Context: an optimization exercise on an open-source flow, tuned for small area and a short achievable clock period. The choices shown serve that exercise and are no tape-out recipe. Only simulation tests tie the RTL to the original design; equivalence was not proved.

## run A
==> flow/design.v (excerpt) <==
module IIR(clk, rst, Start, load, DIn, RAddr, data_done, WEN, Yn, WAddr, Finish);
Size in the first run: about 2300 cells after synthesis, about 79 I/O pins, roughly 0.028 sq mm of cells after synthesis.
clock: 16.0 ns
lec_check: 0
cap_margin: 20
core_margin: 2
core_utilization: 40
slew_margin: 20
synth_hierarchical: 1
synth_minimum_keep_size: 0
standard.sh (not shown) runs the stock make flow with config.mk's settings and CLKGATE_MAP_FILE= SYNTH_SCRIPT=/design/flow/synth_recipe.tcl, a recipe that flattens the netlist after the stock synthesis.
==> flow/flow/run.sh <==
#!/bin/bash
set -uo pipefail
bash standard.sh SETUP_SLACK_MARGIN=9.75 finish > flow_standard.log 2>&1
status=$?
tail -n 40 flow_standard.log
exit $status
Run A completed end to end with timing, DRC and antenna clean.
What run B does differently from run A at the input level:
==> flow/flow/run.sh <==
#!/bin/bash
set -uo pipefail
bash standard.sh SETUP_SLACK_MARGIN=9.5 \
  "BUFFER_PORTS_ARGS=-buffer_cell sky130_fd_sc_hd__buf_2" finish > flow_standard.log 2>&1
status=$?
tail -n 40 flow_standard.log
exit $status
Results
Looking at clock latency at the later pin of the worst-skew pair across run A and run B, the one that comes out lower is run B.
Summary of the comparison: post-route worst hold slack is higher in run B, relative to run A.
Of run A and run B, run B shows the lower routed wire length, with run A above it.
Run B ends up with lower wire length on met2 than run A does.
Setup slack: run B vs run A, no meaningful difference
Compared with run A, run B shows a routed length on met1 that is about 1.2% lower.
Number of buffers created by CTS up 1 in run B wrt run A

IIR, a different RTL version from the one above (not shown whole).
For scale: ~2400 cells after synthesis, roughly 260 flip-flops, about 79 I/O pins, ~29000 sq um of cells after synthesis.
clock: 16.0 ns
lec_check: 0
cap_margin: 20
core_margin: 2
core_utilization: 40
slew_margin: 20
synth_hierarchical: 1
synth_minimum_keep_size: 0
run.sh (not shown) runs the stock make flow with config.mk's settings and CLKGATE_MAP_FILE= SYNTH_SCRIPT=/design/flow/synth_recipe.tcl, a recipe that flattens the netlist after the stock synthesis.
Stock flow here: none of the scripts above is used.
Then changed:
==> flow/flow/run.sh (new file) <==
#!/bin/bash
set -uo pipefail
bash standard.sh SETUP_SLACK_MARGIN=9.5 finish > flow_standard.log 2>&1
status=$?
tail -n 40 flow_standard.log
exit $status
==> flow/standard.sh (new file) <==
#!/bin/bash
# synth_recipe.tcl (not shown) runs the flow's synth.tcl, then flattens the netlist and writes it again
# the make line also repeats each setting of config.mk as NAME=value (left out here)
make -C /OpenROAD-flow-scripts/flow DESIGN_CONFIG=/design/flow/config.mk WORK_HOME=/design/flow/orfs CLKGATE_MAP_FILE= SYNTH_SCRIPT=/design/flow/synth_recipe.tcl "${@:-finish}"
removed: flow/run.sh
After rerunning:
- cell count rises slightly
- core utilization rises by 1.2 points
- setup slack is better by 1.3 ns

## build 87
RTL: one of the versions met above, not the one the previous note started from.
Size in the first run: about 2,300 cells after synthesis, ~260 flip-flops, roughly 79 I/O pins.
Settings: LEC_CHECK=0, CAP_MARGIN=20, CORE_MARGIN=2, CORE_UTILIZATION=40, CTS_CLUSTER_DIAMETER=100, CTS_CLUSTER_SIZE=50, SLEW_MARGIN=20, SYNTH_HIERARCHICAL=1, SYNTH_MINIMUM_KEEP_SIZE=0; clock period 16.0 ns.
standard.sh (not shown) runs the stock make flow with config.mk's settings and CLKGATE_MAP_FILE= SYNTH_SCRIPT=/design/flow/synth_recipe.tcl, a recipe that flattens the netlist after the stock synthesis.
==> flow/flow/run.sh <==
#!/bin/bash
set -uo pipefail
bash standard.sh SETUP_SLACK_MARGIN=9.5 \
  "BUFFER_PORTS_ARGS=-buffer_cell sky130_fd_sc_hd__buf_2" finish > flow_standard.log 2>&1
status=$?
tail -n 40 flow_standard.log
exit $status
Edits applied to the flow inputs when going from build 87 to build 89:
Settings: a deleted CTS_CLUSTER_DIAMETER that had been 100; a deleted CTS_CLUSTER_SIZE that had been 50; a change of CORE_UTILIZATION from 40 to 55.
==> flow/flow/run.sh <==
#!/bin/bash
set -uo pipefail
bash standard.sh SETUP_SLACK_MARGIN=9.5 finish > flow_standard.log 2>&1
status=$?
tail -n 40 flow_standard.log
exit $status
==> comparison <==
The run with more routed wire is build 87, not build 89. [compare] base=build 87 new=build 89: area after detailed placement moved up. The final reports for build 89 and build 87 show final RePlAce weighted congestion higher in the former. The startpoint of the most critical setup path comes out Y2c[2] in one run and Y2s[7] in the other, namely in build 89 and build 87 respectively. Number of hold violations in the final report: build 89 vs build 87 identical. Looking only at clock period minus worst slack, and setting everything else aside, the higher value of build 89 and build 87 goes to build 89. Build 89 packs its core more tightly than build 87.
Relative to build 89, the following input files were edited for build 27:
Settings: swapping 55 for 40 in CORE_UTILIZATION.
## What came out
- First-pass GRT wire length on build 27 is behind build 89.
- Going from build 89 to build 27, clock period minus final worst setup slack now smaller, total length of routed wires higher, worst setup slack went up 29 ps.
- Higher routed length on met1 goes to build 89 over build 27.
- In the reports for build 27 and build 89, the smaller half-perimeter wire length of the detailed placement result belongs to build 89.
- Build 27 vs build 89: area of all placed cells without fillers up
- Compared with build 89, build 27 shows a higher post-placement setup slack.

-- what the ideal ports hide --
The results above use ideal ports. As a check the final layouts listed here were re-extracted and re-timed, cells and wires unchanged. Step 1 (the two cells are an assumption about what drives the block):
set clk [get_ports {clk}]
set_driving_cell -lib_cell sky130_fd_sc_hd__clkbuf_16 $clk
set_driving_cell -lib_cell sky130_fd_sc_hd__buf_2 [delete_from_list [all_inputs] $clk]
Step 2 adds t to the input delays and takes it off the output delays; t is the mean of the earliest and latest rising clock arrival at the registers after step 1. Input paths then give back, and output paths get back, about the clock's delay inside the block. Slacks: no drivers / after step 1 / after step 2; pairs: no drivers / after step 1.
run | shift t [ns] | setup WS [ns] | worst slew at a driven data input, ns | cell pins on the clock port's net
run A | 0.621 | 9.564 / 9.502 / 9.159 | 0.06 | 1
run B | 0.614 | 9.562 / 9.498 / 9.061 | 0.05 | 1
the first run of note 2 | 0.596 | 8.179 / 8.179 / 8.179 | 0.04 | 1
the second run of note 2 | 0.595 | 9.472 / 9.419 / 9.201 | 0.04 | 1
build 87 | 0.612 | 9.596 / 9.534 / 9.064 | 0.05 | 1
build 89 | 0.607 | 9.486 / 9.426 / 9.017 | 0.04 | 1
build 27 | 0.605 | 9.515 / 9.455 / 9.048 | 0.05 | 1
After both steps setup and hold are still met in every run listed. The setup slack of build 87, which loses most, moves by -0.062 ns with the drivers and by -0.532 ns with both steps.
